Context: an optimization exercise on an open-source flow, tuned for small area. The choices shown serve that exercise and are no tape-out recipe. The RTL was checked by simulation tests, not by an equivalence proof against the original design. Power and IR drop assume default switching activity.

Design framer, start of the top module:
module framer (
    input  wire        aclk,
    input  wire        aresetn,
    input  wire [255:0] s_axis_tdata,
    input  wire         s_axis_tvalid,
    output wire         s_axis_tready,
    output wire [31:0] m_axi_awaddr,
    output wire        m_axi_awvalid,
    input  wire        m_axi_awready,
    output wire [31:0] m_axi_wdata,
    output wire [3:0]  m_axi_wstrb,
    output wire        m_axi_wvalid,
    input  wire        m_axi_wready,
    input  wire [1:0]  m_axi_bresp,
    input  wire        m_axi_bvalid,
    output wire        m_axi_bready,
    output wire [31:0] m_axi_araddr,
    output wire        m_axi_arvalid,
    input  wire        m_axi_arready,
    input  wire [31:0] m_axi_rdata,
    input  wire [1:0]  m_axi_rresp,
    input  wire        m_axi_rvalid,
    output wire        m_axi_rready
);
For scale: ~680 cells after synthesis, about 410 I/O pins, about 11,000 um2 of cells after synthesis.
Settings: LEC_CHECK=0, CAP_MARGIN=20, CORE_MARGIN=2, CORE_UTILIZATION=60, SLEW_MARGIN=20; clock period 5.0 ns.
standard.sh (not shown) runs the stock make flow with config.mk's settings and CLKGATE_MAP_FILE= SYNTH_SCRIPT=/design/flow/synth_recipe.tcl, a recipe that flattens the netlist after the stock synthesis.
==> flow/flow/run.sh <==
#!/bin/bash
# Standard layout with these changes to how it is made:
#  - synthesis maps the logic with an area-oriented ABC script (flow/abc.script);
#    the registers come out of the standard synthesis unchanged,
#  - every I/O port is buffered by a minimum-size buffer,
#  - clock sinks are clustered by CTS without dummy loads,
#  - each constant output value comes from a single tie cell.
set -euo pipefail
here=$(pwd)
cat > "$here/my_synth.tcl" <<EOT
proc abc {args} {
  set i [lsearch \$args -script]
  if {\$i >= 0} { lset args [expr {\$i + 1}] {$here/flow/abc.script} }
  yosys abc {*}\$args
}
source {$here/synth_recipe.tcl}
EOT
bash standard.sh SYNTH_SCRIPT="$here/my_synth.tcl" \
  BUFFER_PORTS_ARGS="-buffer_cell sky130_fd_sc_hd__buf_1" \
  CTS_ARGS="-sink_clustering_enable -repair_clock_nets -buf_list sky130_fd_sc_hd__clkbuf_2 -sink_clustering_size 6 -sink_clustering_max_diameter 50 -dont_use_dummy_load" \
  SKIP_REPAIR_TIE_FANOUT=1 finish > standard_flow.log 2>&1
==> flow/flow/abc.script <==
strash
&get -n
&st
&dch
&nf -R 1000
&st
&dch
&nf -R 1000
&put
topo
Rerun with:
--- a/flow/flow/run.sh
+++ b/flow/flow/run.sh
@@ -2 +2 @@
-# Standard layout with these changes to how it is made:
+# Standard layout with three changes to how it is made:
@@ -20 +20 @@
-  CTS_ARGS="-sink_clustering_enable -repair_clock_nets -buf_list sky130_fd_sc_hd__clkbuf_2 -sink_clustering_size 6 -sink_clustering_max_diameter 50 -dont_use_dummy_load" \
+  CTS_ARGS="-sink_clustering_enable -repair_clock_nets -buf_list sky130_fd_sc_hd__clkbuf_4 -sink_clustering_size 10 -sink_clustering_max_diameter 60 -dont_use_dummy_load" \
=>
- routed wire length came out lower by 1.1%
- global-route usage is lower by 0.58 points
- total power came out lower by 0.89%
- final cell count came out lower by 1.6%
- die area does not change
Rerun with:
--- a/flow/flow/run.sh
+++ b/flow/flow/run.sh
@@ -2 +2 @@
-# Standard layout with three changes to how it is made:
+# Standard layout with these changes to how it is made:
- GPL_TIMING_DRIVEN: unset -> 0
The changed run completed without violations.
Register-to-register slack stays flat.
First-iteration DRC count is higher by 9.0%.
Worst hold slack gains 0.0036 ns.
Critical path depth came out lower by 1.
Rerun with:
--- a/flow/flow/run.sh
+++ b/flow/flow/run.sh
@@ -2 +2 @@
-# Standard layout with these changes to how it is made:
+# Standard layout with three changes to how it is made:
@@ -6,2 +6 @@
-#  - clock sinks are clustered by CTS without dummy loads,
-#  - each constant output value comes from a single tie cell.
+#  - clock sinks are clustered into larger groups, without dummy loads.
@@ -20,2 +19,2 @@
-  CTS_ARGS="-sink_clustering_enable -repair_clock_nets -buf_list sky130_fd_sc_hd__clkbuf_4 -sink_clustering_size 10 -sink_clustering_max_diameter 60 -dont_use_dummy_load" \
-  SKIP_REPAIR_TIE_FANOUT=1 finish > standard_flow.log 2>&1
+  CTS_ARGS="-sink_clustering_enable -repair_clock_nets -buf_list sky130_fd_sc_hd__clkbuf_8 -sink_clustering_size 16 -sink_clustering_max_diameter 80 -dont_use_dummy_load" \
+  finish > standard_flow.log 2>&1
- GPL_TIMING_DRIVEN: 0 -> unset
=> Sequential share of layout area grows by 2.4 points; cell count shrinks by 3.1%; core utilization shrinks by 2.7 points.
Rerun with:
--- a/flow/flow/run.sh
+++ b/flow/flow/run.sh
@@ -2 +2 @@
-# Standard layout with three changes to how it is made:
+# Standard layout with these changes to how it is made:
@@ -6 +6,2 @@
-#  - clock sinks are clustered into larger groups, without dummy loads.
+#  - clock sinks are clustered by CTS without dummy loads,
+#  - each constant output value comes from a single tie cell.
@@ -19,2 +20,2 @@
-  CTS_ARGS="-sink_clustering_enable -repair_clock_nets -buf_list sky130_fd_sc_hd__clkbuf_8 -sink_clustering_size 16 -sink_clustering_max_diameter 80 -dont_use_dummy_load" \
-  finish > standard_flow.log 2>&1
+  CTS_ARGS="-sink_clustering_enable -repair_clock_nets -buf_list sky130_fd_sc_hd__clkbuf_4 -sink_clustering_size 10 -sink_clustering_max_diameter 60 -dont_use_dummy_load" \
+  SKIP_REPAIR_TIE_FANOUT=1 finish > standard_flow.log 2>&1
- CORE_UTILIZATION: 60 -> 70
- GPL_TIMING_DRIVEN: unset -> 0
Core utilization climbs by 14 points.
Count of clock-buffer cells in the layout is higher by 10.
Total power goes up by 0.92%.
Routed wire length is higher by 2.8%.
Final area climbs by 3.4%.
Worst hold slack is worse by 0.090 ns.
Global-route usage came out higher by 6.0 points.
Die area falls by 14%.
Synthesized area does not change.
Via count climbs by 8.3%.
Rerun with:
--- a/flow/flow/run.sh
+++ b/flow/flow/run.sh
@@ -2 +2 @@
-# Standard layout with these changes to how it is made:
+# Standard layout with three changes to how it is made:
@@ -6,2 +6 @@
-#  - clock sinks are clustered by CTS without dummy loads,
-#  - each constant output value comes from a single tie cell.
+#  - clock sinks are clustered into larger groups, without dummy loads.
@@ -21 +20 @@
-  SKIP_REPAIR_TIE_FANOUT=1 finish > standard_flow.log 2>&1
+  finish > standard_flow.log 2>&1
- CORE_UTILIZATION: 70 -> 60
- GPL_TIMING_DRIVEN: 0 -> unset
After rerunning:
- fmax is higher by a few percent
- non-clock buffer count fell by 68
- worst hold slack stays flat
- routed wire length is lower by a few percent
- synthesized cell count is unchanged
- clock power hardly moves
- global-route usage shrinks by 6.0 points
- die area increases by about a fifth

separate check: timing with driven ports:
The flow's constraints put no driver on any port. The routed layouts listed below were extracted and timed again, unchanged, in two steps. Step 1 (the two cells are an assumption about what drives the block):
set clk [get_ports {aclk}]
set_driving_cell -lib_cell sky130_fd_sc_hd__clkbuf_16 $clk
set_driving_cell -lib_cell sky130_fd_sc_hd__buf_2 [delete_from_list [all_inputs] $clk]
Step 2 adds t to the input delays and takes it off the output delays; t is the mean of the earliest and latest rising clock arrival at the registers after step 1. Input paths then give back, and output paths get back, about the clock's delay inside the block. a / b / c = ideal / step 1 / step 2; a / b = the first two.
| run | t (ns) | setup WS [ns] | hold slack, ns | worst setup path after step 2 |
|---|---|---|---|---|
| the first run | 0.832 | 0.283 / 0.243 / 1.074 | 0.311 / 0.303 / 0.561 | register to output |
| the second run | 0.713 | 0.406 / 0.362 / 1.075 | 0.448 / 0.428 / 0.558 | register to output |
| the third run | 0.718 | 0.416 / 0.379 / 1.097 | 0.452 / 0.440 / 0.554 | register to output |
| the fourth run | 0.562 | 0.673 / 0.634 / 1.196 | 0.554 / 0.554 / 0.554 | register to output |
| the fifth run | 0.720 | 0.285 / 0.240 / 0.960 | 0.464 / 0.445 / 0.569 | register to output |
| the sixth run | 0.715 | 0.583 / 0.544 / 1.259 | 0.462 / 0.454 / 0.558 | register to output |
After both steps every run listed still meets setup and hold.
